What follows belongs to an exercise in optimizing a design on an open flow for small area and a short achievable clock period; a production flow would make more cautious choices. The RTL was checked by simulation tests, not by an equivalence proof against the original design. No activity file was given, so power comes from the tool's default toggle rates.

[flow/flow/run.sh]
#!/bin/bash
# Standard layout with two changes: adders are left to ABC instead of the
# full/half adder cells, and the port buffers are buf_2 instead of delay cells.
export ADDER_MAP_FILE=
export BUFFER_PORTS_ARGS="-buffer_cell sky130_fd_sc_hd__buf_2"
bash standard.sh > standard.log 2>&1
[flow/standard.sh]
#!/bin/bash
# synth_recipe.tcl (not shown) runs the flow's synth.tcl, then flattens the netlist and writes it again
# the make line also repeats each setting of config.mk as NAME=value (left out here)
make -C /OpenROAD-flow-scripts/flow DESIGN_CONFIG=/design/flow/config.mk WORK_HOME=/design/flow/orfs CLKGATE_MAP_FILE= SYNTH_SCRIPT=/design/flow/synth_recipe.tcl "${@:-finish}"
[flow/config.mk]
export PLATFORM = sky130hd
export DESIGN_NAME = fp_adder
export DESIGN_NICKNAME = fp_adder
export VERILOG_FILES = /design/flow/design.v
export SDC_FILE = /design/flow/constraint.sdc
export NUM_CORES = 4
export LEC_CHECK = 0
export ABC_AREA = 1
export CAP_MARGIN = 20
export CORE_MARGIN = 2
export CORE_UTILIZATION = 55
export CTS_BUF_LIST = sky130_fd_sc_hd__clkbuf_8
export CTS_CLUSTER_SIZE = 40
export SETUP_SLACK_MARGIN = 3.05
export SLEW_MARGIN = 20
[flow/constraint.sdc]
create_clock -name core_clock -period 5.0 [get_ports {clk}]
set_input_delay 1.0000 -clock core_clock [delete_from_list [all_inputs] [get_ports {clk}]]
set_output_delay 1.0000 -clock core_clock [all_outputs]
set_load 0.01 [all_outputs]
[flow/design.v]
module pfx_add #(parameter N = 23) (a, b, cin, s, cout);
  input  [N-1:0] a;
  input  [N-1:0] b;
  input          cin;
  output [N-1:0] s;
  output         cout;
  localparam L = (N > 16) ? 5 : (N > 8) ? 4 : (N > 4) ? 3 : (N > 2) ? 2 : 1;
  wire [N-1:0] p = a ^ b;
  wire [N-1:0] g [0:L];
  wire [N-1:0] t [0:L];
  assign g[0] = (a & b) | {{(N-1){1'b0}}, p[0] & cin};
  assign t[0] = p;
  genvar l, i;
  generate
    for (l = 0; l < L; l = l + 1) begin : lev
      for (i = 0; i < N; i = i + 1) begin : bt
        if ((i >> l) & 1) begin : cmb
          localparam integer J = ((i >> l) << l) - 1;
          assign g[l+1][i] = g[l][i] | (t[l][i] & g[l][J]);
          assign t[l+1][i] = t[l][i] & t[l][J];
        end else begin : pas
          assign g[l+1][i] = g[l][i];
          assign t[l+1][i] = t[l][i];
        end
      end
    end
  endgenerate
  assign s    = p ^ {g[L][N-2:0], cin};
  assign cout = g[L][N-1];
endmodule
module fp_adder (clk, rst, A, B, res);
  input clk;
  input rst;
  input [31:0] A;
  input [31:0] B;
  output reg [31:0] res;
  wire [7:0] eA = A[30:23];
  wire [7:0] eB = B[30:23];
  wire [7:0] ep = eA ^ ~eB;
  wire [7:0] eg [0:3];
  wire [7:0] et [0:3];
  assign eg[0] = eA & ~eB;
  assign et[0] = ep;
  genvar l, i;
  generate
    for (l = 0; l < 3; l = l + 1) begin : elev
      for (i = 0; i < 8; i = i + 1) begin : ebit
        if ((i >> l) & 1) begin : cmb
          localparam integer J = ((i >> l) << l) - 1;
          assign eg[l+1][i] = eg[l][i] | (et[l][i] & eg[l][J]);
          assign et[l+1][i] = et[l][i] & et[l][J];
        end else begin : pas
          assign eg[l+1][i] = eg[l][i];
          assign et[l+1][i] = et[l][i];
        end
      end
    end
  endgenerate
  wire       gt   = eg[3][7];
  wire [7:0] d_ab = ep ^ {eg[3][6:0] | et[3][6:0], 1'b1};
  wire [7:0] d_ba = ~(ep ^ {eg[3][6:0], 1'b0});
  wire [7:0] d    = gt ? d_ab : d_ba;
  reg  [22:0] x1;      
  reg  [22:0] m1;      
  reg  [7:0]  d1;      
  reg  [7:0]  e1;      
  reg         s1;      
  reg         sub1;    
  always @(posedge clk) begin
    x1   <= A[22:0] ^ B[22:0];
    m1   <= gt ? B[22:0] : A[22:0];
    d1   <= d;
    e1   <= gt ? eA : eB;
    s1   <= gt ? A[31] : B[31];
    sub1 <= A[31] ^ B[31];
  end
  wire [22:0] l1   = m1 ^ x1;
  wire        big1 = |d1[7:5];
  wire [22:0] sh   = big1 ? 23'd0 : (m1 >> d1[4:0]);
  wire        d0   = (d1 == 8'd0);
  wire        lnz  = |l1;
  wire        mnz  = |m1;
  wire        e255 = &e1;
  wire        nan  = e255 & (lnz | (d0 & mnz));
  wire        z    = (e1 == 8'd0) & ~lnz;
  reg  [22:0] l2;
  reg  [22:0] m2;
  reg  [7:0]  e2;
  reg         s2;
  reg         sub2;
  always @(posedge clk) begin
    l2   <= e255 ? 23'd0 : l1;
    m2   <= e255 ? {22'd0, nan | (d0 & sub1)} : sh;
    e2   <= e1;
    s2   <= nan ? 1'b0 : s1 ^ (d0 & sub1 & (e255 | (z & mnz)));
    sub2 <= sub1 & ~e255 & ~z;
  end
  wire [22:0] sum;
  wire        cout;
  pfx_add #(23) add (.a(l2), .b(m2 ^ {23{sub2}}), .cin(sub2), .s(sum), .cout(cout));
  reg  [23:0] S3;
  reg  [7:0]  e3;
  reg         s3;
  always @(posedge clk) begin
    S3 <= {cout ^ sub2, sum};
    e3 <= e2;
    s3 <= s2;
  end
  wire [7:0]  einc;
  genvar k;
  generate
    for (k = 0; k < 8; k = k + 1) begin : inc
      if (k == 0) begin : b0
        assign einc[0] = ~e3[0];
      end else begin : bk
        assign einc[k] = e3[k] ^ (&e3[k-1:0]);
      end
    end
  endgenerate
  wire [7:0]  eo  = S3[23] ? einc : e3;
  wire [22:0] fo  = S3[23] ? S3[23:1] : S3[22:0];
  wire        clr = S3[23] ? (e3 == 8'd127) : (e3 == 8'd128);
  always @(posedge clk) begin
    if (!rst)
      res <= 32'd0;
    else
      res <= {s3, eo, clr ? 23'd0 : fo};
  end
endmodule
==> run notes, run 1 <==
- Status: complete, no violations
- Top cells by area, synth: dfxtp_1, nand2_1, inv_1, xor2_1, nor2_1
- Nets: around 1400
- Die span in y: ~130 µm
- Final Critical Period: around 2000 ps
- R2r startpoint: sub2
- CTS tree: yes
- Clk sink count: roughly 190
- Pwr Total: around 4700 µW
- R2R cell count: 12
- Max_cap viols: 0
- Antenna Nets Post-Route: 0
- Core footprint: around 0.015 mm²
- Die area: roughly 0.016 mm²
- Antenna Cells: 0
- DRC Markers: 0
- Relative slew margins: 0.510
- Syn Inst Count: between 1000 and 1500
- Die width: 128 µm
- DR iter-0 viols: about 440
- Clock power share: 0.210
- Worst Path Arrival: ~2400 ps
- Area Overhead vs Synth: 24.2%
- Root buffer cell: clkbuf_8
- Port bufs: 97
- Slew Viols, Final: 0
- Final Hold Viols: 0
- Post-synth top cells: nand2_1, dfxtp_1, inv_1
- DR pass1 iterations: 5
- Sw frac: 0.376
- Largest net degree at the start of global routing: between 40 and 50
- Power Density: about 450 mW/mm²
- Seq pwr share: 0.431
- Total gr overflow: 0
- Crit path required time: ~5400 ps
- Worst Setup End Kind: flop
- Final period util: 0.394
- Switch Pwr: about 1700 µW
- Worst-path maximum fanout: 6
- Clock Latency Late Sink: ~470 ps
- Total track usage: 0.217
- Routed len/inst: 12.2 µm
- H-tree levels: 4
- CTS max path bufs: 2
- Hold EP: s3
- Net count after synthesis: around 1300
- Io pins: 98
- Leakage Power: 0.00513 µW
- Worst vdd ir: 0.180 mV
- Reg2Reg Capture Point: S3[21]
- Initial Utilization: 0.557
- Combinational share of power: 0.359
- Avg Cell Area, Syn: ~7.1 µm²
- Row count: 45
- First-pass GRT wire length: between 20000 and 30000 µm
- Setup slack after layout: 3030 ps
- Type of the tightest min-delay check: flop to flop
- Sequential element share of the synthesized area: 0.441
- Worst slack, placed: about 2000 ps
- Most common cell in the netlist: nand2_1
- Actual slew at the worst max-slew pin: 733 ps
- Flops & latches, synth: approximately 190
- P_int: a little under 3000 µW
- Max Clk Rate: approximately 510 MHz
- Setup crit start kind: primary input
- Layout cells sized above 1: 0.248
- Yosys top cell area share: 0.441
- DR vias/cell: roughly 4.8
- Crit path kind: primary input to flop
- Met2 wire length: about 8500 µm
- Vias in the first global route: ~6000
- Metal3 WL: slightly below 700 µm
- Hold Path Origin: s2
- Post-DP HPWL: between 10000 and 15000 µm
- Synth Cell Area: 0.00841 mm²
- Hold Crit Depth: 0
- Highest Signal Layer: met4
- EDFF count, synth: 0
- Fraction of registers with async set/reset: 0
- Reg2reg setup slack: roughly 3000 ps
- Final Setup Violations: 0
- Synth area leader: dfxtp_1
- Initial antenna violation count: 0
- Top FF cell, synth: dfxtp_1
- Final wirelength: ~18000 µm
- CTS clock-pin slew for the worst setup and hold paths: approximately 90 ps
- Num CTS Buffers: 17
- Metal-1 WL: ~9000 µm
- Count of cell types in the netlist: 42
- YS warnings: 2
- Unrepaired setup endpoints after global routing: true
- RD Place Congestion: roughly 0.93
- Setup Skew: 11.8 ps
- Setup_tns: 0 ps
- Vias: between 7000 and 8000
==> routing by layer <==
| layer | vias to the layer above | global-route usage |
|---|---|---|
| met4 | 0 | 0.0646 |
| met1 | 3155 | 0.305 |
| li1 | 3935 | - |
| met2 | 181 | 0.338 |
| met3 | 31 | 0.0431 |
| met5 | - | 0 |
==> what timing repair did <==
action	CTS	global route
pin swaps	2	43
hold buffers	0	0
gates cloned	3	2
endpoints found under the setup margin	79	72
resized for setup	13	170
buffers inserted	10	21
==> power groups by stage <==
stage	sequential [µW]	clock [µW]	combinational, µW
final	2000	977	1670
after global routing	2050	1060	1880
after CTS	1990	994	1370
after detailed placement	2030	0	1330
after global placement	2030	0	1320
after floorplan	2010	0	1020
==> cells in the final DEF, fill, tap and decap left out, drive strengths merged, types with 9 or more instances in the layout <==
cell type / netlist / layout
xor2: 47 / 47
dfxtp: 185 / 185
nand3: 46 / 46
nand4: 11 / 11
o21ai: 71 / 71
a21oi: 57 / 57
buf: 15 / 129
nor2: 110 / 110
inv: 147 / 155
clkbuf: 18 / 20
nand2: 395 / 397
xnor2: 31 / 31
or2: 9 / 9
==> worst max-delay path by stage <==
stage | from | end | slack (ps)
after floorplan | B[24] | d1[6] | 2910
after global placement | B[24] | d1[4] | 2070
after detailed placement | B[24] | d1[4] | 2030
after CTS | B[30] | d1[4] | 3050
after global routing | sub2 | S3[21] | 2920
final | B[26] | d1[4] | 3030
==> flip-flops by register name (all words and copies together) (netlist names) <==
register  cells
s3            1
e1            8
S3           24
m2           23
e3            8
d1            8
sub2          1
x1           23
m1           23
l2           23
s2            1
e2            8
sub1          1
res          32
s1            1
==> area by class of cell <==
class                      count  area (µm²)
timing repair buffer         132         881
fill                        1279        4650
clock inverter                15         154
sequential                   185        3730
clock buffer                  17         234
tap                          188         235
multi-input combinational    827        4580
timing repair inverter         1        5.00
inverter                     147         631
==> critical path, cell delays in order <==
cell	delay, ps
clkbuf_4	160
inv_8	30
nand2_4	60
nand2_2	70
nor2_2	140
nand2_2	80
nand2_4	110
nand3_4	110
nand2_8	150
buf_6	140
nor2_1	40
nor2_1	120
xor2_1	140
==> per-stage QoR <==
step | cells | hold WS (ps) | instance area (µm²) | util
detailed placement | 1444 | 312 | 9150 | 0.606
floorplan | 1190 | 310 | 8620 | -
global route | 1512 | 341 | 10400 | 0.692
CTS | 1489 | 336 | 9680 | 0.642
global placement | 1444 | 313 | 9150 | 0.606
finish | 1512 | 334 | 10400 | 0.692
==> kinds of logic after synthesis <==
| group | after synthesis | share of synthesized area |
|---|---|---|
| and+or+nand+nor | 586 | 0.284 |
| AOI/OAI and AO/OA | 155 | 0.100 |
| buffers and inverters | 180 | 0.0859 |
| xor gates and xnor gates | 78 | 0.0822 |
| DFF | 185 | 0.441 |
| muxes | 6 | 0.00715 |
==> inputs of run 2 (changes only) <==
--- a/flow/config.mk
+++ b/flow/config.mk
@@ -9,7 +9,7 @@
 export CAP_MARGIN = 20
 export CORE_MARGIN = 2
 export CORE_UTILIZATION = 55
-export CTS_BUF_LIST = sky130_fd_sc_hd__clkbuf_8
+export CTS_BUF_LIST = sky130_fd_sc_hd__clkbuf_4 sky130_fd_sc_hd__clkbuf_8
 export CTS_CLUSTER_SIZE = 40
-export SETUP_SLACK_MARGIN = 3.05
+export SETUP_SLACK_MARGIN = 3.0
 export SLEW_MARGIN = 20
==> run 2 against run 1 <==
Compared with the run above: still clean; global-route usage grew 0.44 points; fmax rose by 1.4%; clock-buffer cell count stayed put; flip-flop and latch count is the same; total power down 4.2%; sequential share of layout area rose by 2.2 points; largest cell class unchanged; largest power group unchanged; highest routed layer unchanged.
==> run notes, run 2 <==
- CTS clock-pin slew for the worst setup and hold paths: approximately 110 ps
- Antenna Cells: 0
- Leakage Power: 0.00490 µW
- Worst vdd ir: 0.236 mV
- Total track usage: 0.221
- Area Overhead vs Synth: 16.7%
- Crit path required time: between 5000 and 6000 ps
- Max Clk Rate: approximately 510 MHz
- Final wirelength: 17300 µm
- Clock Latency Late Sink: roughly 470 ps
- Final period util: 0.389
- Sequential element share of the synthesized area: 0.441
- CTS tree: yes
- Root buffer cell: clkbuf_8
- Initial Utilization: 0.557
- H-tree levels: 4
- Post-DP HPWL: 12600 µm
- Status: complete, no violations
- Final Hold Viols: 0
- Most common cell in the netlist: nand2_1
- Antenna Nets Post-Route: 0
- Die area: roughly 0.016 mm²
- Setup Skew: 13.7 ps
- DR vias/cell: ~4.8
- DRC Markers: 0
- Num CTS Buffers: 17
- Row count: 45
- Cts hold-fix bufs: 0
- Port bufs: 97
- Layout cells sized above 1: 0.171
- Vias: 7134
- Total gr overflow: 0
- Max reg flops: 32
- Final Setup Violations: 0
- Worst slack, placed: roughly 2000 ps
- Slew Viols, Final: 0
- Synth Cell Area: roughly 0.0084 mm²
- Setup_tns: 0 ps
- Core footprint: 0.0151 mm²
- Largest net degree at the start of global routing: 42
- Leading cell types in the layout, fill and taps excluded: nand2_1, dfxtp_1, inv_1
- Count of cell types in the netlist: 42
- Die width: 128 µm
- Unrepaired setup endpoints after global routing: true
- Power Density: 454 mW/mm²
- Post-synth top cells: nand2_1, dfxtp_1, inv_1
- Syn Inst Count: about 1200
- CTS max path bufs: 2
- Nets: 1354
- Fraction of registers with async set/reset: 0
- Worst-path maximum fanout: 11
- Io pins: 98
- Worst Path Arrival: approximately 2300 ps
- Top cells by area, synth: dfxtp_1, nand2_1, inv_1, xor2_1, nor2_1
- EDFF count, synth: 0
- Top FF cell, synth: dfxtp_1
- Worst Setup End Kind: flop
- Most common cell after layout, fill and taps aside: nand2_1
- Relative slew margins: 0.506
- Largest Register: res
- DR iter-0 viols: ~370
- First-pass GRT wire length: 29000 µm
- YS warnings: 2
- Initial antenna violation count: 0
- Die span in y: between 100 and 150 µm
- Top Registers: res: 32 flops, S3: 24 flops
- Max_cap viols: 0
- Clk sink count: ~190
- RD Place Congestion: approximately 0.91
- Flops & latches, synth: between 150 and 200
- Actual slew at the worst max-slew pin: roughly 740 ps
- Setup crit start kind: primary input
- Vias in the first global route: ~6200
- Avg Cell Area, Syn: 7.06 µm²
- Synth area leader: dfxtp_1
- Routed len/inst: roughly 12 µm
- Crit path kind: primary input to flop
- Final Critical Period: 1940 ps
- DR pass1 iterations: 4
- Net count after synthesis: approximately 1300
- Yosys top cell area share: 0.441
- Type of the tightest min-delay check: flop to flop
- Setup slack after layout: slightly above 3000 ps
## run 2: through the flow
step / cells / hold slack, ps / area, µm² / power, µW / util
after floorplan: 1190 / 310 / 8620 / 3030 / -
after global placement: 1444 / 313 / 9150 / 3350 / 0.606
after detailed placement: 1444 / 318 / 9150 / 3360 / 0.606
after CTS: 1486 / 325 / 9700 / 4440 / 0.643
after global routing: 1489 / 335 / 9810 / 4790 / 0.650
final: 1489 / 329 / 9810 / 4460 / 0.650
## run 2: cell type report
cell class	instances	area [µm²]
Sequential cell	185	3720
Inverter	147	626
Timing Repair Buffer	109	603
Clock inverter	15	206
Timing Repair inverter	1	5.00
Multi-Input combinational cell	827	4180
Clock buffer	17	234
Fill cell	1396	5280
Tap cell	188	235
## run 2: metal layers
metal	GRT usage	wire, µm	vias up
met1	0.306	8710	3074
met4	0.0705	321	0
met2	0.348	7670	140
met5	0	0	-
met3	0.0461	607	19
li1	-	-	3901
## run 2: path summary, 6_finish.rpt
kind / from / endpoint / slack, ps / cells after the start
setup / recovery: B[24] / e1[2] / 3060 / 11
hold / removal: s2 / s3 / 330 / 0
setup reg to reg: sub2 / S3[22] / 3150 / 10
hold reg to reg: s2 / s3 / 330 / 0
## run 2: report_power, final
group,total [µW],switching (µW),internal (µW)
Clock,1060,586,477
Combinational,1400,867,530
Sequential,2000,184,1810
## run 2: what timing repair did
action,CTS,global route
pin swaps,2,5
cloned,3,0
setup buffers,7,3
endpoints found under the hold margin,0,0
setup endpoints to repair,75,59
resized for setup,10,35
## run 2: worst max-delay path: stages
cell and delay (ps):
buf_2 160, inv_12 60, nand2_4 60, a21oi_4 170
nand2_1 80, nand2_2 120, nand3_4 110, buf_4 190
nand2_4 150, nand2_1 70, o21ai_1 150
## run 2: logic make-up (layout without fill, tap and decap cells)
logic type             after synthesis  after routing  share of synthesized area
multiplexers                         6              6                    0.00715
buffers and inverters              180            289                     0.0859
AO/OA/AOI/OAI                      155            155                      0.100
AND/OR/NAND/NOR                    586            588                      0.284
flip-flops                         185            185                      0.441
XOR/XNOR                            78             78                     0.0822
==> inputs of run 3 (changes only) <==
--- a/flow/config.mk
+++ b/flow/config.mk
@@ -9,7 +9,8 @@
 export CAP_MARGIN = 20
 export CORE_MARGIN = 2
 export CORE_UTILIZATION = 55
-export CTS_BUF_LIST = sky130_fd_sc_hd__clkbuf_4 sky130_fd_sc_hd__clkbuf_8
+export CTS_BUF_LIST = sky130_fd_sc_hd__clkbuf_8
 export CTS_CLUSTER_SIZE = 40
+export PLACE_DENSITY = 0.5
 export SETUP_SLACK_MARGIN = 3.0
 export SLEW_MARGIN = 20
==> run 3 against run 2 <==
Compared with the run above: highest routed layer unchanged; total power is the same; cell area is the same; synthesized area is the same; sequential power is essentially flat; still clean; sequential share of layout area is the same; combinational power is essentially flat; synthesized cell count is the same; clock skew is the same; largest power group unchanged; final cell count is the same; non-clock buffer count is the same; flip-flop and latch count is the same.
==> run notes, run 3 <==
- Final wirelength: 17300 µm
- Largest net degree at the start of global routing: 42
- Net count after synthesis: between 1000 and 1500
- Setup_tns: 0 ps
- Worst-path maximum fanout: 11
- Synth area leader: dfxtp_1
- Switch Pwr: 1640 µW
- Met3 GRT Util: 0.0461
- Avg Cell Area, Syn: ~7.1 µm²
- Clock power share: 0.239
- Die span in y: 128 µm
- Area Overhead vs Synth: 16.7%
- Post-DP HPWL: between 10000 and 15000 µm
- DR pass1 iterations: 4
- Max_cap viols: 0
- Cts hold-fix bufs: 0
- P_int: around 2800 µW
- Worst vdd ir: approximately 0.24 mV
- Max reg flops: 32
- Slew Viols, Final: 0
- RD Place Congestion: ~0.91
- Leading cell types in the layout, fill and taps excluded: nand2_1, dfxtp_1, inv_1
- DR iter-0 viols: approximately 370
- Syn Inst Count: between 1000 and 1500
- Die area: ~0.016 mm²
- Actual slew at the worst max-slew pin: 740 ps
- Type of the tightest min-delay check: flop to flop
- CTS clock-pin slew for the worst setup and hold paths: between 100 and 150 ps
- Most common cell in the netlist: nand2_1
- Clock Latency Late Sink: approximately 470 ps
- Power Density: 454 mW/mm²
- Setup crit start kind: primary input
- Reg2reg setup slack: between 3000 and 4000 ps
- Io pins: approximately 100
- Initial Utilization: 0.557
- Global routing's busiest layer: met2
- Synth Cell Area: ~0.0084 mm²
- Final Critical Period: approximately 1900 ps
- Worst slack, placed: between 2000 and 2500 ps
- Most common cell after layout, fill and taps aside: nand2_1
- Antenna Nets Post-Route: 0
- DRC Markers: 0
- Status: complete, no violations
- Sw frac: 0.367
- Clk sink count: approximately 190
- Layout cells sized above 1: 0.171
- Worst Setup End Kind: flop
- CTS max path bufs: 2
- YS warnings: 2
- Relative slew margins: 0.506
- Met2 usage: 0.348
- Total track usage: 0.221
- Root buffer cell: clkbuf_8
- Setup Skew: approximately 14 ps
- Final period util: 0.389
- First-pass GRT wire length: slightly below 30000 µm
- Max Clk Rate: 514 MHz
- Met1 Use GR: 0.306
- Count of cell types in the netlist: between 40 and 50
- Setup slack after layout: around 3000 ps
- Final Hold Viols: 0
- Die width: around 130 µm
- DR vias/cell: between 4 and 5
- Routed len/inst: 11.6 µm
- EDFF count, synth: 0
- Nets: about 1400
- Largest Register: res
- Top cells by area, synth: dfxtp_1, nand2_1, inv_1, xor2_1, nor2_1
- Seq pwr share: 0.448
- Combinational share of power: 0.314
- Yosys top cell area share: 0.441
- Antenna Cells: 0
- Vias in the first global route: 6244
- CTS tree: yes
- Crit path kind: primary input to flop
- H-tree levels: 4
- Row count: 45
- Worst Path Arrival: around 2300 ps
- Total gr overflow: 0
- Crit path required time: 5370 ps
- Num CTS Buffers: 17
- Port bufs: between 90 and 100
- Fraction of registers with async set/reset: 0
- Flops & latches, synth: approximately 190
- Unrepaired setup endpoints after global routing: true
- Sequential element share of the synthesized area: 0.441
- Vias: roughly 7100
- Final Setup Violations: 0
- Top FF cell, synth: dfxtp_1
- Post-synth top cells: nand2_1, dfxtp_1, inv_1
- Core footprint: about 0.015 mm²
- Leakage Power: just under 0.005 µW
- Top Registers: res: 32 flops, S3: 24 flops
- Initial antenna violation count: 0
run 3: worst max-delay path, cell delays in order:
cell	delay (ps)
buf_2	160
inv_12	60
nand2_4	60
a21oi_4	170
nand2_1	80
nand2_2	120
nand3_4	110
buf_4	190
nand2_4	150
nand2_1	70
o21ai_1	150
run 3: timing repair:
action / in CTS / in global routing
setup endpoints to repair: 75 / 59
buffers inserted: 7 / 3
pin swaps: 2 / 5
gates resized for setup: 10 / 35
cloned: 3 / 0
run 3: kinds of logic (layout without fill, tap and decap cells):
kind of cell / count (synthesis) / after routing / share of synthesized area
buffers and inverters: 180 / 289 / 0.0859
muxes: 6 / 6 / 0.00715
DFF: 185 / 185 / 0.441
AOI/OAI and AO/OA: 155 / 155 / 0.100
and+or+nand+nor: 586 / 588 / 0.284
xor gates and xnor gates: 78 / 78 / 0.0822
run 3: area by class of cell:
cell class / instances / area [µm²]
timing repair buffer: 109 / 603
inverter: 147 / 626
multi-input combinational: 827 / 4180
clock inverter: 15 / 206
fill: 1396 / 5280
timing repair inverter: 1 / 5.00
tap: 188 / 235
sequential: 185 / 3720
clock buffer: 17 / 234
run 3: per-stage QoR:
stage	power, µW	utilization	hold slack (ps)	instance area (µm²)	cells
finish	4460	0.650	329	9810	1489
CTS	4440	0.643	325	9700	1486
detailed placement	3360	0.606	318	9150	1444
floorplan	3030	-	310	8620	1190
global placement	3350	0.606	313	9150	1444
global route	4790	0.650	335	9810	1489
run 3: per-layer routing:
| layer | share of wire | vias to the layer above |
|---|---|---|
| met4 | 0.019 | 0 |
| met5 | 0 | - |
| met2 | 0.44 | 140 |
| li1 | - | 3901 |
| met3 | 0.035 | 19 |
| met1 | 0.50 | 3074 |
run 3: final timing paths:
check        start  endpoint  cells after the start
max          B[24]     e1[2]                     11
min             s2        s3                      0
max reg2reg   sub2    S3[22]                     10
min reg2reg     s2        s3                      0
run 3: power groups by stage:
| stage | clock, µW | combinational [µW] | sequential [µW] |
|---|---|---|---|
| 2_1_floorplan | 0 | 1020 | 2010 |
| 5_1_grt | 1140 | 1610 | 2040 |
| 6_report | 1060 | 1400 | 2000 |
| 3_3_place_gp | 0 | 1320 | 2030 |
| 4_1_cts | 1080 | 1370 | 2000 |
| 3_5_place_dp | 0 | 1330 | 2030 |
==> inputs of run 4 (changes only) <==
--- a/flow/config.mk
+++ b/flow/config.mk
@@ -11,6 +11,5 @@
 export CORE_UTILIZATION = 55
 export CTS_BUF_LIST = sky130_fd_sc_hd__clkbuf_8
 export CTS_CLUSTER_SIZE = 40
-export PLACE_DENSITY = 0.5
 export SETUP_SLACK_MARGIN = 3.0
 export SLEW_MARGIN = 20
==> run 4 against run 3 <==
Compared with the run above: non-clock buffer count unchanged; combinational power about the same; synthesized cell count unchanged; cell area unchanged; total power unchanged; sequential share of layout area unchanged; still clean on timing, DRC and antenna; clock power about the same; sequential power about the same; final cell count unchanged.
==> run notes, run 4 <==
- Status: complete, no violations
- Total track usage: 0.221
- Most common cell after layout, fill and taps aside: nand2_1
- Worst-path maximum fanout: 11
- Reg2reg setup slack: about 3200 ps
- Leading cell types in the layout, fill and taps excluded: nand2_1, dfxtp_1, inv_1
- Crit path required time: approximately 5400 ps
- CP cell instances: buf_2 -> inv_12 -> nand2_4 -> a21oi_4 -> nand2_1 -> nand2_2 -> nand3_4 -> buf_4 -> nand2_4 -> nand2_1 -> o21ai_1
- Antenna Cells: 0
- Synth area leader: dfxtp_1
- Initial Utilization: 0.557
- Largest net degree at the start of global routing: 42
- Nets: between 1000 and 1500
- DRC Markers: 0
- Cts hold-fix bufs: 0
- Placed Area: between 0.009 and 0.01 mm²
- CTS clock-pin slew for the worst setup and hold paths: about 110 ps
- Sequential element share of the synthesized area: 0.441
- Max reg flops: 32
- First-pass GRT wire length: about 29000 µm
- Max Clk Rate: between 500 and 600 MHz
- Die width: 128 µm
- Worst setup path endpoint: e1[2]
- YS warnings: 2
- Stages on the worst setup path: 11
- Largest Register: res
- Max_cap viols: 0
- Post-synth top cells: nand2_1, dfxtp_1, inv_1
- Setup slack after layout: around 3100 ps
- Actual slew at the worst max-slew pin: 740 ps
- Die area: about 0.016 mm²
- Synth Cell Area: 0.00841 mm²
- Total gr overflow: 0
- Worst slack, placed: 2020 ps
- H-tree levels: 4
- Count of cell types in the netlist: between 40 and 50
- Row count: 45
- Vias in the first global route: 6244
- Root buffer cell: clkbuf_8
- Num CTS Buffers: 17
- Worst Setup End Kind: flop
- Final Cell Area: roughly 0.0098 mm²
- Routed len/inst: roughly 12 µm
- Net count after synthesis: between 1000 and 1500
- DR vias/cell: about 4.8
- Post-DP HPWL: 12600 µm
- EDFF count, synth: 0
- Final period util: 0.389
- Initial antenna violation count: 0
- Setup_tns: 0 ps
- Setup crit start kind: primary input
- Port bufs: between 90 and 100
- Buffers plus inverters on the worst setup path: 3
- Area Overhead vs Synth: 16.7%
- Final Critical Period: a little under 2000 ps
- Final Hold Viols: 0
- Core footprint: between 0.015 and 0.02 mm²
- R2r startpoint: sub2
- Crit path kind: primary input to flop
- CP top delay family: simple AND/OR/NAND/NOR gates
- R2R cell count: 10
- Flops & latches, synth: between 150 and 200
- Worst vdd ir: approximately 0.24 mV
- Fraction of registers with async set/reset: 0
- Setup crit start: B[24]
- Layout cells sized above 1: 0.171
- Reg2Reg Capture Point: S3[22]
- Power Density: between 400 and 500 mW/mm²
- Leakage Power: ~0.0049 µW
- Die span in y: around 130 µm
- Slowest cell delay on critical path: roughly 190 ps
- CTS tree: yes
- Final Setup Violations: 0
- Final wirelength: 17300 µm
- Avg Cell Area, Syn: slightly above 7 µm²
- WHS: between 300 and 400 ps
- Relative slew margins: 0.506
- # fillers: 1396
- Yosys top cell area share: 0.441
- RD Place Congestion: roughly 0.91
- DR pass1 iterations: 4
- Clock Latency Late Sink: roughly 470 ps
- Top cells by area, synth: dfxtp_1, nand2_1, inv_1, xor2_1, nor2_1
- Unrepaired setup endpoints after global routing: true
- Top Registers: res: 32 flops, S3: 24 flops
- CTS max path bufs: 2
- Io pins: a little under 100
- Slew Viols, Final: 0
- Type of the tightest min-delay check: flop to flop
- Top FF cell, synth: dfxtp_1
- DR iter-0 viols: 371
- Most common cell in the netlist: nand2_1
- Antenna Nets Post-Route: 0
- Slowest CP cell: buf_4
- Clk sink count: between 150 and 200
- Worst Path Arrival: around 2300 ps
- Fin util: 0.650
- Vias: just over 7000
- Setup Skew: between 10 and 15 ps
- Syn Inst Count: ~1200
run 4: area by class of cell:
class | instances | area (µm²) | area share
Timing Repair inverter | 1 | 5.00 | 0.000510
Clock inverter | 15 | 206 | 0.0210
Clock buffer | 17 | 234 | 0.0238
Inverter | 147 | 626 | 0.0638
Multi-Input combinational cell | 827 | 4180 | 0.426
Timing Repair Buffer | 109 | 603 | 0.0615
Tap cell | 188 | 235 | 0.0240
Sequential cell | 185 | 3720 | 0.379
run 4: layer usage:
layer	global-route usage	part of all wire	vias to the layer above
met3	0.0461	0.035	19
met5	0	0	-
met1	0.306	0.50	3074
li1	-	-	3901
met2	0.348	0.44	140
met4	0.0705	0.019	0
run 4: cell families (layout without fill, tap and decap cells):
family | after synthesis | in the layout | share of synthesized area
simple gates | 586 | 588 | 0.284
flops | 185 | 185 | 0.441
buf+inv | 180 | 289 | 0.0859
compound gates | 155 | 155 | 0.100
xor+xnor | 78 | 78 | 0.0822
mux | 6 | 6 | 0.00715
run 4: metrics by stage:
step                      total power, µW  cells
after global placement               3350   1444
after floorplan                      3030   1190
after CTS                            4440   1486
final                                4460   1489
after detailed placement             3360   1444
after global routing                 4790   1489
run 4: how the worst min path moves through the flow:
stage | end | cells past startpoint | slack, ps | from
after floorplan | e3[0] | 0 | 310 | e2[0]
after global placement | e3[0] | 0 | 310 | e2[0]
after detailed placement | e3[7] | 0 | 320 | e2[7]
after CTS | s3 | 0 | 330 | s2
after global routing | s3 | 0 | 340 | s2
final | s3 | 0 | 330 | s2
run 4: where the power goes:
| group | switching [µW] | internal, µW | leakage [µW] |
|---|---|---|---|
| registers | 184 | 1810 | 0.00155 |
| logic | 867 | 530 | 0.00313 |
| clock network | 586 | 477 | 0.000222 |
run 4: what timing repair did:
action | in CTS | in global routing
gates resized for setup | 10 | 35
endpoints found under the hold margin | 0 | 0
setup buffers | 7 | 3
endpoints found under the setup margin | 75 | 59
pin swaps | 2 | 5
cloned | 3 | 0
==> inputs of run 5 (changes only) <==
--- a/flow/config.mk
+++ b/flow/config.mk
@@ -8,7 +8,7 @@
 export ABC_AREA = 1
 export CAP_MARGIN = 20
 export CORE_MARGIN = 2
-export CORE_UTILIZATION = 55
+export CORE_UTILIZATION = 58
 export CTS_BUF_LIST = sky130_fd_sc_hd__clkbuf_8
 export CTS_CLUSTER_SIZE = 40
 export SETUP_SLACK_MARGIN = 3.0
==> run 5 against run 4 <==
Compared with the run above: still clean on timing, DRC and antenna; cell area grew 1.3%; first-iteration DRC count shrank 0.27%; clock skew grew 4.2 ps; combinational power is essentially flat; register-to-register slack lost 70 ps; core utilization grew 5.8 points; via count grew 0.91%; routed wire length grew 1.4%; setup slack lost 15 ps; critical path type unchanged.
==> run notes, run 5 <==
- Status: complete, no violations
- Reg2reg setup slack: ~3000 ps
- Slew Viols, Final: 0
- Worst Setup End Kind: flop
- Setup crit start kind: primary input
- Largest net degree at the start of global routing: 42
- Row count: between 40 and 50
- Combinational share of power: 0.318
- Most common cell after layout, fill and taps aside: nand2_1
- Fraction of registers with async set/reset: 0
- Total track usage: 0.226
- Num CTS Buffers: 17
- Antenna Nets Post-Route: 0
- RD Place Congestion: 0.895
- Yosys top cell area share: 0.441
- Pwr Total: roughly 4500 µW
- Most common cell in the netlist: nand2_1
- Power Density: 453 mW/mm²
- Area Overhead vs Synth: 18.2%
- Die span in y: roughly 120 µm
- Setup Skew: roughly 18 ps
- Port bufs: 97
- Type of the tightest min-delay check: flop to flop
- Post-DP HPWL: roughly 13000 µm
- First-pass GRT wire length: just under 30000 µm
- Die width: 124 µm
- Metal-1 WL: 8610 µm
- Initial antenna violation count: 0
- DRC Markers: 0
- Worst Path Arrival: ~2300 ps
- Cts hold-fix bufs: 0
- Sequential element share of the synthesized area: 0.441
- Max Clk Rate: 511 MHz
- Leading cell types in the layout, fill and taps excluded: nand2_1, dfxtp_1, inv_1
- CTS max path bufs: 2
- Sw frac: 0.362
- Metal3 WL: roughly 630 µm
- Vias: roughly 7200
- Nets: between 1000 and 1500
- Final Hold Viols: 0
- P_int: about 2900 µW
- Net count after synthesis: 1256
- Post-synth top cells: nand2_1, dfxtp_1, inv_1
- Initial Utilization: 0.599
- Max reg flops: 32
- Clk sink count: between 150 and 200
- WHS: between 300 and 400 ps
- Crit path required time: between 5000 and 6000 ps
- Avg Cell Area, Syn: 7.06 µm²
- Max_cap viols: 0
- Final wirelength: approximately 18000 µm
- Unrepaired setup endpoints after global routing: true
- Synth Cell Area: about 0.0084 mm²
- Total gr overflow: 0
- Io pins: 98
- Die area: ~0.015 mm²
- Vias in the first global route: 6354
- Core footprint: around 0.014 mm²
- Leakage Power: just under 0.005 µW
- Count of cell types in the netlist: 42
- Worst vdd ir: between 0.2 and 0.25 mV
- DR pass1 iterations: 6
- Antenna Cells: 0
- Relative slew margins: 0.533
- Top cells by area, synth: dfxtp_1, nand2_1, inv_1, xor2_1, nor2_1
- CTS clock-pin slew for the worst setup and hold paths: 100 ps
- Root buffer cell: clkbuf_8
- Flops & latches, synth: around 190
- Clock power share: 0.237
- DR iter-0 viols: between 300 and 400
- Actual slew at the worst max-slew pin: 699 ps
- Clock Latency Late Sink: between 400 and 500 ps
- Met2 wire length: 8070 µm
- Final Critical Period: a little under 2000 ps
- Seq pwr share: 0.444
- Setup_tns: 0 ps
- Top Registers: res: 32 flops, S3: 24 flops
- H-tree levels: 4
- Syn Inst Count: 1190
- Worst-path maximum fanout: 14
- Highest Signal Layer: met4
- EDFF count, synth: 0
- Final Setup Violations: 0
- Crit path kind: primary input to flop
- Routed len/inst: about 12 µm
- Final period util: 0.392
- Top FF cell, synth: dfxtp_1
- YS warnings: 2
- CTS tree: yes
- Synth area leader: dfxtp_1
- Largest Register: res
- DR vias/cell: between 4 and 5
- Switch Pwr: approximately 1600 µW
- Layout cells sized above 1: 0.183
[run 5: cell types whose count changed in the layout (fill, tap and decap cells not counted), sizes merged]
cell | previous run | this run
inv | 154 | 153
buf | 107 | 113
nand2 | 397 | 398
clkbuf | 19 | 18
clkinvlp | 2 | 3
bufinv | 2 | 3
[run 5: power groups by stage]
stage	Sequential [µW]	Combinational [µW]	Clock, µW
2_1_floorplan	2010	1020	0
5_1_grt	2040	1630	1150
3_5_place_dp	2030	1330	0
6_report	2000	1430	1070
3_3_place_gp	2030	1310	0
4_1_cts	2000	1370	1090
[run 5: layout make-up]
type,instances,area [µm²]
fillers,1184,4100
flip-flops and latches,185,3720
repair buffers,114,647
clock inverters,15,201
well taps,180,225
multi-input cells,828,4260
repair inverters,2,16.3
clock buffers,17,234
inverters,147,639
[run 5: logic make-up after synthesis]
kind of cell / after synthesis / share of synthesized area
simple gates: 586 / 0.284
flops: 185 / 0.441
buf+inv: 180 / 0.0859
compound gates: 155 / 0.100
xor+xnor: 78 / 0.0822
mux: 6 / 0.00715
[run 5: worst max-delay path: stages]
cell and delay (ps):
clkbuf_4 160, inv_12 60, nand2_4 60, a21oi_4 130
nand2_1 80, nand2_2 140, nand3_4 140, nand2_8 170
clkinv_16 90, nor2_2 80, nor2_1 50, xor2_1 130
[run 5: per-layer routing]
| layer | track usage | vias up |
|---|---|---|
| li1 | - | 3904 |
| met1 | 0.308 | 3124 |
| met3 | 0.0442 | 22 |
| met5 | 0 | - |
| met4 | 0.0707 | 0 |
| met2 | 0.362 | 149 |
[run 5: repair_timing]
action	4_1_cts	5_1_grt
resized for setup	11	51
buffers inserted	7	8
pin swaps	2	7
setup endpoints to repair	74	58
cloned	4	1
[run 5: final timing paths]
kind / from / endpoint / cells past startpoint
worst max-delay path: B[24] / d1[4] / 12
worst min-delay path: e2[2] / e3[2] / 0
worst max register to register: sub2 / S3[16] / 12
worst min register to register: e2[2] / e3[2] / 0
[run 5: per-stage QoR]
stage                     setup slack [ps]  instances  area (µm²)   util
after floorplan                       2910       1190        8620      -
after global placement                2080       1436        9140  0.651
after detailed placement              2030       1436        9140  0.651
after CTS                             3030       1479        9720  0.692
after global routing                  2980       1488        9940  0.708
final                                 3040       1488        9940  0.708
==> inputs of run 6 (changes only) <==
--- a/flow/config.mk
+++ b/flow/config.mk
@@ -8,8 +8,8 @@
 export ABC_AREA = 1
 export CAP_MARGIN = 20
 export CORE_MARGIN = 2
-export CORE_UTILIZATION = 58
+export CORE_UTILIZATION = 55
 export CTS_BUF_LIST = sky130_fd_sc_hd__clkbuf_8
 export CTS_CLUSTER_SIZE = 40
-export SETUP_SLACK_MARGIN = 3.0
+export SETUP_SLACK_MARGIN = 2.95
 export SLEW_MARGIN = 20
==> run 6 against run 5 <==
Compared with the run above: via count shrank 1.9%; first-iteration DRC count grew 17%; clock-buffer cell count is the same; die area grew 5.3%; sequential share of layout area grew 0.36 points; critical path type unchanged; largest cell class unchanged; largest power group unchanged; highest routed layer unchanged.
==> run notes, run 6 <==
- Status: complete, no violations
- Net count after synthesis: 1256
- Setup Skew: approximately 15 ps
- Die area: between 0.015 and 0.02 mm²
- Crit path kind: primary input to flop
- Num CTS Buffers: 17
- Vias in the first global route: just over 6000
- Leading cell types in the layout, fill and taps excluded: nand2_1, dfxtp_1, inv_1
- Worst-path maximum fanout: 3
- Count of cell types in the netlist: between 40 and 50
- # fillers: roughly 1400
- Routed len/inst: between 10 and 15 µm
- Sequential cell area: approximately 0.0037 mm²
- CTS clock-pin slew for the worst setup and hold paths: 100 ps
- WHS: roughly 330 ps
- Worst slack, placed: a little over 2000 ps
- Area Overhead vs Synth: 17.1%
- Final Hold Viols: 0
- Power Density: ~450 mW/mm²
- CTS max path bufs: 2
- Sw frac: 0.360
- Largest Register: res
- Max reg flops: 32
- Top FF cell, synth: dfxtp_1
- Relative slew margins: 0.513
- RD Place Congestion: roughly 0.9
- Final Critical Period: just over 2000 ps
- Initial antenna violation count: 0
- Max Clk Rate: 497 MHz
- Max_cap viols: 0
- Post-DP HPWL: between 10000 and 15000 µm
- Layout cells sized above 1: 0.174
- Avg Cell Area, Syn: 7.06 µm²
- DR vias/cell: between 4 and 5
- Most common cell after layout, fill and taps aside: nand2_1
- Worst vdd ir: around 0.21 mV
- Die width: between 100 and 150 µm
- Row count: between 40 and 50
- H-tree levels: 4
- Total gr overflow: 0
- Antenna Nets Post-Route: 0
- Final period util: 0.402
- Final Setup Violations: 0
- Multi-input gate area: approximately 0.0042 mm²
- Die span in y: around 130 µm
- Synth area leader: dfxtp_1
- Top cells by area, synth: dfxtp_1, nand2_1, inv_1, xor2_1, nor2_1
- Slew Viols, Final: 0
- Port bufs: 97
- Leakage Power: 0.00491 µW
- Setup slack after layout: 2990 ps
- Switch Pwr: 1610 µW
- Core footprint: 0.0151 mm²
- Combinational share of power: 0.314
- Setup_tns: 0 ps
- Worst Path Arrival: around 2400 ps
- Clock power share: 0.240
- Clock Latency Late Sink: around 470 ps
- Unrepaired setup endpoints after global routing: false
- Clk sink count: approximately 190
- Post-synth top cells: nand2_1, dfxtp_1, inv_1
- Final wirelength: around 17000 µm
- YS warnings: 2
- Pwr Total: 4470 µW
- Crit path required time: between 5000 and 6000 ps
- Top Registers: res: 32 flops, S3: 24 flops
- Fraction of registers with async set/reset: 0
- Sequential element share of the synthesized area: 0.441
- P_int: 2860 µW
- First-pass GRT wire length: approximately 29000 µm
- Type of the tightest min-delay check: flop to flop
- Vias: approximately 7100
- Antenna Cells: 0
- Setup crit start kind: primary input
- DR pass1 iterations: 5
- Yosys top cell area share: 0.441
- Total track usage: 0.218
- Cts hold-fix bufs: 0
- EDFF count, synth: 0
- DR iter-0 viols: 433
- Io pins: 98
- Synth Cell Area: 0.00841 mm²
- Flops & latches, synth: about 190
- Initial Utilization: 0.557
- Worst Setup End Kind: flop
- Largest net degree at the start of global routing: 42
- Actual slew at the worst max-slew pin: about 730 ps
- Root buffer cell: clkbuf_8
- CTS tree: yes
- Most common cell in the netlist: nand2_1
- Syn Inst Count: 1190
- DRC Markers: 0
- Nets: 1358
- Seq pwr share: 0.446
run 6: cell counts after synthesis:
No cell type changed its count.
run 6: worst paths after layout:
path | start | end | slack (ps) | cells past startpoint
max | B[25] | d1[7] | 2990 | 11
min | s2 | s3 | 330 | 0
min reg2reg | s2 | s3 | 330 | 0
max reg2reg | sub2 | S3[20] | 3110 | 12
run 6: final cells by class:
cell class	instances	area share
clock inverter	15	0.0208
inverter	147	0.0635
timing repair inverter	1	0.000508
timing repair buffer	113	0.0630
tap	188	0.0239
clock buffer	17	0.0238
multi-input combinational	827	0.427
sequential	185	0.377
run 6: logic make-up (layout without fill, tap and decap cells):
group | count (synthesis) | count (layout) | synth area share
simple gates | 586 | 588 | 0.284
flops | 185 | 185 | 0.441
buf+inv | 180 | 293 | 0.0859
compound gates | 155 | 155 | 0.100
xor+xnor | 78 | 78 | 0.0822
mux | 6 | 6 | 0.00715
run 6: worst max-delay path: stages:
cell and delay, ps:
buf_2 140, inv_4 40, nand2_2 70, inv_1 60, a21boi_1 170, nand2_2 120, buf_4 160, a21oi_1 220
nand2_1 120, o211ai_1 160, a21boi_0 110
run 6: per-stage QoR:
stage                     instances  utilization  instance area [µm²]
after global routing           1493        0.652                 9840
after global placement         1444        0.606                 9140
final                          1493        0.652                 9840
after detailed placement       1444        0.606                 9140
after floorplan                1190            -                 8610
after CTS                      1483        0.641                 9680
run 6: power by group through the flow:
stage          Combinational [µW]  Clock, µW  Sequential, µW
6_report                     1400       1080            1990
5_1_grt                      1610       1150            2040
4_1_cts                      1370       1090            1990
3_5_place_dp                 1330          0            2030
3_3_place_gp                 1320          0            2030
2_1_floorplan                1020          0            2010
run 6: layer usage:
layer | global-route usage | wire, µm | vias up
met4 | 0.0608 | 233 | 0
met1 | 0.307 | 8660 | 2996
met5 | 0 | 0 | -
met3 | 0.0389 | 669 | 20
li1 | - | - | 3896
met2 | 0.345 | 7750 | 153
run 6: repair_timing:
action                                 4_1_cts  5_1_grt
gates cloned                                 3        0
buffers inserted                             4       10
setup endpoints to repair                   73       50
pin swaps                                    2        9
endpoints found under the hold margin        0        0
gates resized for setup                     11       37
==> inputs of run 7 (changes only) <==
==> flow/flow/run.sh (replaced) <==
#!/bin/bash
# Standard layout with three changes: adders are left to ABC instead of the
# full/half adder cells, the port buffers are buf_2 instead of delay cells,
# and non-critical gates are downsized after global routing.
export ADDER_MAP_FILE=
export BUFFER_PORTS_ARGS="-buffer_cell sky130_fd_sc_hd__buf_2"
export RECOVER_POWER=100
bash standard.sh > standard.log 2>&1
--- a/flow/config.mk
+++ b/flow/config.mk
@@ -11,5 +11,5 @@
 export CORE_UTILIZATION = 55
 export CTS_BUF_LIST = sky130_fd_sc_hd__clkbuf_8
 export CTS_CLUSTER_SIZE = 40
-export SETUP_SLACK_MARGIN = 2.95
+export SETUP_SLACK_MARGIN = 3.0
 export SLEW_MARGIN = 20
==> run 7 against run 6 <==
Compared with the run above: clock skew is essentially flat; sequential power is essentially flat; sequential share of layout area grew 0.82 points; clock-buffer cell count is the same; register-to-register slack lost 1000 ps; combinational power shrank 4%; via count grew 1.1%; global-route usage grew 0.31 points; die area is the same; synthesized cell count is the same; non-clock buffer count shrank 4; hold slack lost 2.3 ps; critical path type unchanged; largest cell class unchanged; largest power group unchanged; highest routed layer unchanged.
==> run notes, run 7 <==
- Top Registers: res: 32 flops, S3: 24 flops
- Worst-path maximum fanout: 29
- Max reg flops: 32
- Initial Utilization: 0.557
- Slowest cell delay on critical path: between 900 and 1000 ps
- Slew Viols, Final: 0
- Crit path required time: 5370 ps
- Vias in the first global route: 6244
- Largest net degree at the start of global routing: 42
- Initial antenna violation count: 0
- Leading cell types in the layout, fill and taps excluded: nand2_1, dfxtp_1, inv_1
- H-tree levels: 4
- Worst vdd ir: roughly 0.24 mV
- DR pass1 iterations: 5
- Slowest CP cell: clkinvlp_2
- CTS tree: yes
- YS warnings: 2
- CP most frequent cell: nand2_1
- Syn Inst Count: between 1000 and 1500
- Count of cell types in the netlist: 42
- Worst Setup End Kind: flop
- DR iter-0 viols: approximately 330
- Most common cell after layout, fill and taps aside: nand2_1
- Setup Skew: about 14 ps
- Setup crit start kind: primary input
- Hold Crit Depth: 0
- Clock Latency Late Sink: roughly 480 ps
- Worst Path Arrival: 3530 ps
- R2R cell count: 15
- Top cells by area, synth: dfxtp_1, nand2_1, inv_1, xor2_1, nor2_1
- Area Overhead vs Synth: 14.4%
- R2r startpoint: sub2
- Total gr overflow: 0
- Post-synth top cells: nand2_1, dfxtp_1, inv_1
- Type of the tightest min-delay check: flop to flop
- Pwr Total: roughly 4400 µW
- Vias: 7142
- Total track usage: 0.221
- Synth area leader: dfxtp_1
- Synth Cell Area: between 0.008 and 0.009 mm²
- # fillers: roughly 1500
- Routed len/inst: 11.7 µm
- Yosys top cell area share: 0.441
- Root buffer cell: clkbuf_8
- Core footprint: between 0.015 and 0.02 mm²
- DR vias/cell: between 4 and 5
- Final Hold Viols: 0
- Largest Register: res
- Final Critical Period: about 3200 ps
- Antenna Nets Post-Route: 0
- Layout cells sized above 1: 0.111
- Unrepaired setup endpoints after global routing: true
- Row count: 45
- Power Density: around 460 mW/mm²
- RD Place Congestion: 0.909
- DRC Markers: 0
- Sequential element share of the synthesized area: 0.441
- Fraction of registers with async set/reset: 0
- CTS max path bufs: 2
- Post-DP HPWL: 12600 µm
- Max Clk Rate: between 300 and 400 MHz
- Final Setup Violations: 0
- Crit path kind: primary input to flop
- Max_cap viols: 0
- First-pass GRT wire length: 29000 µm
- Port bufs: 97
- Hold Path Origin: s2
- Net count after synthesis: 1256
- Status: complete, no violations
- Setup_tns: 0 ps
- Relative slew margins: 0.297
- Antenna Cells: 0
- Num CTS Buffers: 17
- Actual slew at the worst max-slew pin: 1050 ps
- Top FF cell, synth: dfxtp_1
- CTS clock-pin slew for the worst setup and hold paths: 110 ps
- WHS: ~330 ps
- Die span in y: approximately 130 µm
- Die area: roughly 0.016 mm²
- Clk sink count: roughly 190
- Leakage Power: 0.00467 µW
- Final wirelength: approximately 17000 µm
- CP cell instances: buf_2 -> inv_8 -> nand2_1 -> nand2_1 -> nor2_1 -> nand2_1 -> nand2_1 -> nand3_4 -> nand2_1 -> clkinvlp_2 -> nor2_1 -> nor2_1 -> xor2_1
- Cts hold-fix bufs: 0
- EDFF count, synth: 0
- Avg Cell Area, Syn: around 7.1 µm²
- Die width: around 130 µm
- Fin cells: roughly 1500
- Dpl cells: between 1000 and 1500
- Most common cell in the netlist: nand2_1
- Io pins: ~100
- Final period util: 0.632
- Nets: 1354
- Flops & latches, synth: 185
- Setup crit start: A[26]
==> run 7: layer usage <==
| layer | part of all wire | wire length (µm) | GRT usage |
|---|---|---|---|
| met1 | 0.50 | 8750 | 0.306 |
| met2 | 0.44 | 7620 | 0.348 |
| met3 | 0.042 | 724 | 0.0461 |
| met4 | 0.019 | 325 | 0.0705 |
| met5 | 0 | 0 | 0 |
==> run 7: critical path: cells and delay by family <==
family / cells / cell delay (ps)
and+or+nand+nor: 9 / 1260
xor gates and xnor gates: 1 / 140
buffers and inverters: 3 / 1120
==> run 7: kinds of logic after synthesis <==
family | after synthesis | share of synthesized area
mux | 6 | 0.00715
compound gates | 155 | 0.100
buf+inv | 180 | 0.0859
xor+xnor | 78 | 0.0822
simple gates | 586 | 0.284
flops | 185 | 0.441
==> run 7: final cells by class <==
type                    instances  area (µm²)  share of cell area
multi-input cells             827        4110               0.427
flip-flops and latches        185        3710               0.386
well taps                     188         235              0.0245
repair inverters                1        5.00            0.000520
clock buffers                  17         234              0.0243
repair buffers                109         513              0.0533
inverters                     147         609              0.0633
clock inverters                15         206              0.0215
==> run 7: path summary, 6_finish.rpt <==
check	to	slack, ps
worst max-delay path	d1[4]	1840
worst min-delay path	s3	330
worst max register to register	S3[19]	2090
worst min register to register	s3	330
==> run 7: per-stage QoR <==
stage	cell area (µm²)	setup WS, ps	utilization
2_1_floorplan	8620	2910	-
3_3_place_gp	9150	2050	0.606
3_5_place_dp	9150	2020	0.606
4_1_cts	9700	3000	0.643
5_1_grt	9620	1500	0.637
6_report	9620	1840	0.637
==> run 7: what timing repair did <==
action                                  4_1_cts  5_1_grt
endpoints found under the setup margin       75       59
gates cloned                                  3        0
pin swaps                                     2        5
buffers inserted                              7        3
gates resized for setup                      10       35
==> run 7: power breakdown <==
part / switching, µW / internal [µW] / total, µW / leakage [µW]
clock: 586 / 477 / 1060 / 0.000222
combinational: 856 / 492 / 1350 / 0.00290
sequential: 184 / 1810 / 2000 / 0.00155
==> inputs of run 8 (changes only) <==
==> flow/flow/run.sh (replaced) <==
#!/bin/bash
# Standard layout with two changes: adders are left to ABC instead of the
# full/half adder cells, and the port buffers are buf_1 instead of delay cells.
export ADDER_MAP_FILE=
export BUFFER_PORTS_ARGS="-buffer_cell sky130_fd_sc_hd__buf_1"
bash standard.sh > standard.log 2>&1
==> run 8 against run 7 <==
Compared with the run above: hold slack improved by 11 ps; critical endpoint is now e1[0]; still clean; critical path depth unchanged; flip-flop and latch count unchanged; setup slack improved by 1200 ps; sequential share of layout area decreased by 0.81 points; clock skew about the same.
==> run notes, run 8 <==
- Status: complete, no violations
- Num CTS Buffers: 17
- Type of the tightest min-delay check: flop to flop
- Xor/xnor cell area share of the yosys netlist: 0.0822
- Vias: 7070
- Max Clk Rate: ~500 MHz
- Syn Inst Count: between 1000 and 1500
- CTS max path bufs: 2
- H-tree levels: 4
- Top cells by area, synth: dfxtp_1, nand2_1, inv_1, xor2_1, nor2_1
- Crit path required time: about 5400 ps
- Top Registers: res: 32 flops, S3: 24 flops
- Area Overhead vs Synth: 17.1%
- Slowest cell delay on critical path: 190 ps
- Die span in y: 128 µm
- Die width: between 100 and 150 µm
- Mux share of post-synthesis cell area: 0.00714
- Unrepaired setup endpoints after global routing: true
- Setup_tns: 0 ps
- Antenna Nets Post-Route: 0
- DR pass1 iterations: 5
- Most common cell after layout, fill and taps aside: nand2_1
- Max_cap viols: 0
- Final Critical Period: just under 2000 ps
- Clk sink count: 185
- Port bufs: 97
- Io pins: around 100
- Initial Utilization: 0.557
- Placed Area: between 0.009 and 0.01 mm²
- First-pass GRT wire length: 28600 µm
- Sequential element share of the synthesized area: 0.441
- Most common cell in the netlist: nand2_1
- Yosys top cell area share: 0.441
- Avg Cell Area, Syn: between 7 and 8 µm²
- Worst Path Arrival: ~2400 ps
- Worst-path maximum fanout: 5
- Row count: between 40 and 50
- Multi-input gate area: 0.00423 mm²
- DR vias/cell: between 4 and 5
- Post-DP HPWL: ~13000 µm
- Flops & latches, synth: between 150 and 200
- Sequential cell area: roughly 0.0037 mm²
- Antenna Cells: 0
- Slowest CP cell: buf_4
- Crit path kind: primary input to flop
- Slew Viols, Final: 0
- Cts hold-fix bufs: 0
- Synth Area in Simple Gates: 0.284
- Top FF cell, synth: dfxtp_1
- Final period util: 0.398
- Leakage Power: between 0.004 and 0.005 µW
- Final Hold Viols: 0
- Setup crit start kind: primary input
- Fraction of registers with async set/reset: 0
- Clock Latency Late Sink: 480 ps
- Leading cell types in the layout, fill and taps excluded: nand2_1, dfxtp_1, inv_1
- Relative slew margins: 0.514
- Actual slew at the worst max-slew pin: between 700 and 800 ps
- Core footprint: around 0.015 mm²
- Die area: between 0.015 and 0.02 mm²
- Net count after synthesis: 1256
- Synth Area in Adders: 0
- Total gr overflow: 0
- Synth Area in Compound Gates: 0.100
- Root buffer cell: clkbuf_8
- Final Cell Area: ~0.0098 mm²
- Max reg flops: 32
- Synth area leader: dfxtp_1
- Vias in the first global route: approximately 6200
- CTS tree: yes
- YS warnings: 2
- Post-synth top cells: nand2_1, dfxtp_1, inv_1
- Count of cell types in the netlist: 42
- Layout cells sized above 1: 0.116
- Synth Cell Area: around 0.0084 mm²
- Largest net degree at the start of global routing: 42
- RD Place Congestion: slightly above 0.9
- Power Density: approximately 460 mW/mm²
- Initial antenna violation count: 0
- Total track usage: 0.218
- Largest family of logic cells by synthesized area: simple AND/OR/NAND/NOR gates
- Worst Setup End Kind: flop
- Final wirelength: 17500 µm
- Routed len/inst: ~12 µm
- Setup Skew: around 14 ps
- CP cell instances: clkbuf_4 -> inv_8 -> nand2_4 -> nand2_2 -> nor2_2 -> nand2_1 -> nand2_2 -> nand3_4 -> buf_4 -> nand2_4 -> buf_4 -> nand2_1 -> o21ai_0
- Largest Register: res
- DR iter-0 viols: around 400
- CTS clock-pin slew for the worst setup and hold paths: ~100 ps
- Final Setup Violations: 0
- Nets: between 1000 and 1500
- # fillers: 1380
- EDFF count, synth: 0
- DRC Markers: 0
- Worst vdd ir: about 0.2 mV
-- run 8: cell counts after synthesis --
No cell type changed its count.
-- run 8: area by class of cell --
cell class / instances / area share
Multi-Input combinational cell: 828 / 0.429
Sequential cell: 185 / 0.378
Inverter: 147 / 0.0650
Timing Repair Buffer: 119 / 0.0583
Tap cell: 188 / 0.0239
Clock buffer: 17 / 0.0238
Clock inverter: 15 / 0.0205
Timing Repair inverter: 2 / 0.00165
-- run 8: what timing repair did --
action                                  CTS  global route
setup buffers                             4            16
gates cloned                              3             2
endpoints found under the setup margin   79            65
pin swaps                                 2            10
resized for setup                        18            55
-- run 8: kinds of logic after synthesis --
family / after synthesis
AO/OA/AOI/OAI: 155
XOR/XNOR: 78
buffers and inverters: 180
flip-flops: 185
multiplexers: 6
AND/OR/NAND/NOR: 586
-- run 8: critical path, delay by kind of cell --
kind	cells	cell delay [ps]
compound gates	1	150
buf+inv	4	490
simple gates	8	710
-- run 8: final timing paths --
path	slack, ps	from	depth (start not counted)	endpoint
max	3010	B[26]	13	e1[0]
min	340	e2[3]	0	e3[3]
max reg2reg	3110	sub2	10	S3[22]
min reg2reg	340	e2[3]	0	e3[3]
-- run 8: metrics by stage --
step,power [µW],utilization,cells,hold WS (ps),setup WS [ps]
5_1_grt,4810,0.652,1501,335,2920
4_1_cts,4420,0.634,1483,339,2960
3_3_place_gp,3320,0.598,1444,313,1950
2_1_floorplan,3030,-,1190,310,2910
3_5_place_dp,3340,0.598,1444,313,1880
6_report,4480,0.652,1501,338,3010
-- run 8: where the power goes --
part / switching (µW) / internal, µW / leakage (µW)
combinational: 885 / 536 / 0.00295
clock: 590 / 475 / 0.000214
sequential: 182 / 1810 / 0.00155
total: 1660 / 2820 / 0.00471
-- run 8: routing by layer --
layer	wire length, µm	GRT usage
met3	587	0.0398
met2	7700	0.343
met5	0	0
met4	338	0.0795
met1	8880	0.299
==> inputs of run 9 (changes only) <==
==> flow/flow/run.sh (replaced) <==
#!/bin/bash
# Standard layout with three changes:
#  - adders are left to ABC instead of the full/half adder cells;
#  - ABC maps for least area under a 1200 ps delay target (map -D 1200) instead of
#    its own shortest delay, leaving the critical paths to timing repair;
#  - the port buffers are buf_2 instead of delay cells.
set -e
rm -rf scripts && cp -r "$FLOW_HOME/scripts" scripts
printf '%s\n' strash dch "map -D 1200" topo "stime -c" "buffer -c" "upsize -c" "dnsize -c" > scripts/abc_area.script
export ADDER_MAP_FILE=
export BUFFER_PORTS_ARGS="-buffer_cell sky130_fd_sc_hd__buf_2"
bash standard.sh SCRIPTS_DIR="$PWD/scripts" finish > standard.log 2>&1
==> run 9 against run 8 <==
Compared with the run above: final cell count is 7.2% lower; register-to-register slack worse by 260 ps; clock-buffer cell count stayed put; combinational power is about 30% higher; critical path depth is 3 lower; non-clock buffer count is 35 higher; die area is 3.5% lower; critical endpoint is now S3[18]; global-route usage is 1.3 points higher.
==> run notes, run 9 <==
- Total track usage: 0.230
- Synth area leader: dfxtp_1
- Multi-input gate area: about 0.0048 mm²
- Port bufs: 97
- Most common cell in the netlist: nand2_1
- Die width: 125 µm
- Sequential cell area: 0.00373 mm²
- Top FF cell, synth: dfxtp_1
- Fin util: 0.742
- Switch Pwr: between 1500 and 2000 µW
- Final wirelength: 19700 µm
- Actual slew at the worst max-slew pin: approximately 630 ps
- DRC Markers: 0
- Leading cell types in the layout, fill and taps excluded: nand2_1, dfxtp_1, buf_2
- Vias in the first global route: 6233
- Die area: roughly 0.016 mm²
- Routed len/inst: between 10 and 15 µm
- Row count: 44
- Unrepaired setup endpoints after global routing: true
- Root buffer cell: clkbuf_8
- Worst vdd ir: 0.218 mV
- Final Hold Viols: 0
- Avg Cell Area, Syn: slightly below 8 µm²
- Nets: about 1300
- Num CTS Buffers: 17
- Fraction of registers with async set/reset: 0
- Top Registers: res: 32 flops, S3: 24 flops
- Setup_tns: 0 ps
- Clock power share: 0.213
- Status: complete, no violations
- Crit path required time: 5380 ps
- First-pass GRT wire length: roughly 29000 µm
- DR vias/cell: slightly above 5
- Pwr Total: a little under 5000 µW
- Vias: around 7000
- Leakage Power: roughly 0.005 µW
- Area Overhead vs Synth: 32.6%
- Layout cells sized above 1: 0.314
- Slew Viols, Final: 0
- Sw frac: 0.372
- YS warnings: 2
- Core footprint: 0.0145 mm²
- Io pins: 98
- Sequential element share of the synthesized area: 0.457
- DR pass1 iterations: 9
- Clock Latency Late Sink: ~480 ps
- Worst Path Arrival: about 2500 ps
- Combinational share of power: 0.375
- Power Density: between 400 and 500 mW/mm²
- Flops & latches, synth: about 190
- Final Setup Violations: 0
- Largest Register: res
- H-tree levels: 4
- Yosys top cell area share: 0.457
- Seq pwr share: 0.412
- Crit path kind: flop to flop
- Worst-path maximum fanout: 8
- Worst Setup End Kind: flop
- Antenna Cells: 0
- Top cells by area, synth: dfxtp_1, nand2_1, xor2_1, nor2_1, xnor2_1
- Relative slew margins: 0.580
- CTS clock-pin slew for the worst setup and hold paths: 90 ps
- # fillers: between 1000 and 1500
- DR iter-0 viols: approximately 400
- P_int: 3080 µW
- Most common cell after layout, fill and taps aside: nand2_1
- Clk sink count: between 150 and 200
- RD Place Congestion: roughly 0.89
- Die span in y: 125 µm
- Total gr overflow: 0
- Final Critical Period: between 2000 and 2500 ps
- Synth Cell Area: a little over 0.008 mm²
- Syn Inst Count: 1049
- Type of the tightest min-delay check: flop to flop
- Max Clk Rate: roughly 470 MHz
- Largest net degree at the start of global routing: 29
- Cts hold-fix bufs: 0
- Net count after synthesis: about 1100
- Count of cell types in the netlist: between 50 and 60
- Post-synth top cells: nand2_1, dfxtp_1, nor2_1
- Initial antenna violation count: 0
- Setup crit start kind: flop
- Post-DP HPWL: ~12000 µm
- Setup Skew: around 14 ps
- Antenna Nets Post-Route: 0
- CTS max path bufs: 2
- Max_cap viols: 0
- Initial Utilization: 0.560
- CTS tree: yes
- EDFF count, synth: 0
- Max reg flops: 32
- Final period util: 0.429
-- run 9: worst max-delay path, stage by stage, from the launching register on --
cell and delay, ps:
dfxtp_4 440, buf_12 170, xor2_1 180, nor2_1 90, nor2_1 170, nand2_1 130
o21ai_2 270, a21oi_2 120, o21ai_4 140, nand2_2 90, a221oi_2 250
-- run 9: metal layers --
metal	up-vias	global-route usage	wire length, µm	share of wire
met4	0	0.0941	563	0.029
met2	195	0.370	9370	0.48
met3	42	0.0424	767	0.039
met5	-	0	0	0
met1	3174	0.308	8960	0.46
li1	3697	-	-	-
-- run 9: timing repair --
item / CTS / global route
gates cloned: 9 / 3
gates resized for setup: 77 / 168
pin swaps: 29 / 54
setup buffers: 24 / 21
endpoints found under the setup margin: 103 / 99
-- run 9: cells by family after synthesis --
| kind of cell | share of synthesized area |
|---|---|
| mux | 0.0113 |
| buf+inv | 0.0588 |
| compound gates | 0.128 |
| flops | 0.457 |
| xor+xnor | 0.104 |
| simple gates | 0.241 |
-- run 9: final cells by class --
class,count,area share
sequential,185,0.348
inverter,85,0.0328
tap,184,0.0214
clock buffer,17,0.0218
timing repair inverter,2,0.00128
timing repair buffer,154,0.110
clock inverter,15,0.0167
multi-input combinational,751,0.449
-- run 9: metrics by stage --
stage	area [µm²]	hold slack [ps]	std cells	setup slack, ps
finish	10700	334	1393	2850
global route	10700	349	1393	2670
CTS	9930	336	1369	2850
detailed placement	8810	312	1304	1810
global placement	8810	311	1304	1860
floorplan	8210	310	1049	2710
-- run 9: worst paths after layout --
path	start	end	slack [ps]	cells after the start
setup reg to reg	sub2	S3[18]	2850	10
hold / removal	e2[1]	e3[1]	330	0
setup / recovery	sub2	S3[18]	2850	10
hold reg to reg	e2[1]	e3[1]	330	0
-- run 9: power by group through the flow --
stage,sequential [µW],clock [µW],combinational [µW]
floorplan,2020,0,1060
global placement,2020,0,1390
detailed placement,2030,0,1390
CTS,2000,1050,1620
global route,2070,1110,2030
finish,2030,1040,1840

re-timing with driven ports:
No port has a modelled driver above. Below, the same layouts with a new extraction and two added sets of constraints.
Step 1, drivers: a clkbuf_16 drives clk and a buf_2 each remaining input, both assumed.
Step 2 adds t to the input delays and takes it off the output delays; t is the mean of the earliest and latest rising clock arrival at the registers after step 1. Input paths then give back, and output paths get back, about the clock's delay inside the block.
Slacks: no drivers / after step 1 / after step 2; pairs: no drivers / after step 1.
run | t, ns | setup slack, ns | worst setup path after step 2 | latest minus earliest clock arrival (ns)
run 1 | 0.496 | 3.028 / 3.040 / 2.544 | input to register | 0.013 / 0.013
run 2 | 0.505 | 3.056 / 3.053 / 2.572 | input to register | 0.014 / 0.014
run 3 | 0.505 | 3.056 / 3.053 / 2.572 | input to register | 0.014 / 0.014
run 4 | 0.505 | 3.056 / 3.053 / 2.572 | input to register | 0.014 / 0.014
run 5 | 0.496 | 3.042 / 3.052 / 2.562 | input to register | 0.019 / 0.018
run 6 | 0.500 | 2.990 / 3.007 / 2.507 | input to register | 0.014 / 0.015
run 7 | 0.508 | 1.842 / 1.862 / 1.353 | input to register | 0.015 / 0.015
run 8 | 0.508 | 3.010 / 3.023 / 2.517 | input to register | 0.014 / 0.015
run 9 | 0.511 | 2.853 / 2.853 / 2.360 | input to register | 0.014 / 0.014
After both steps every run listed still meets setup and hold.
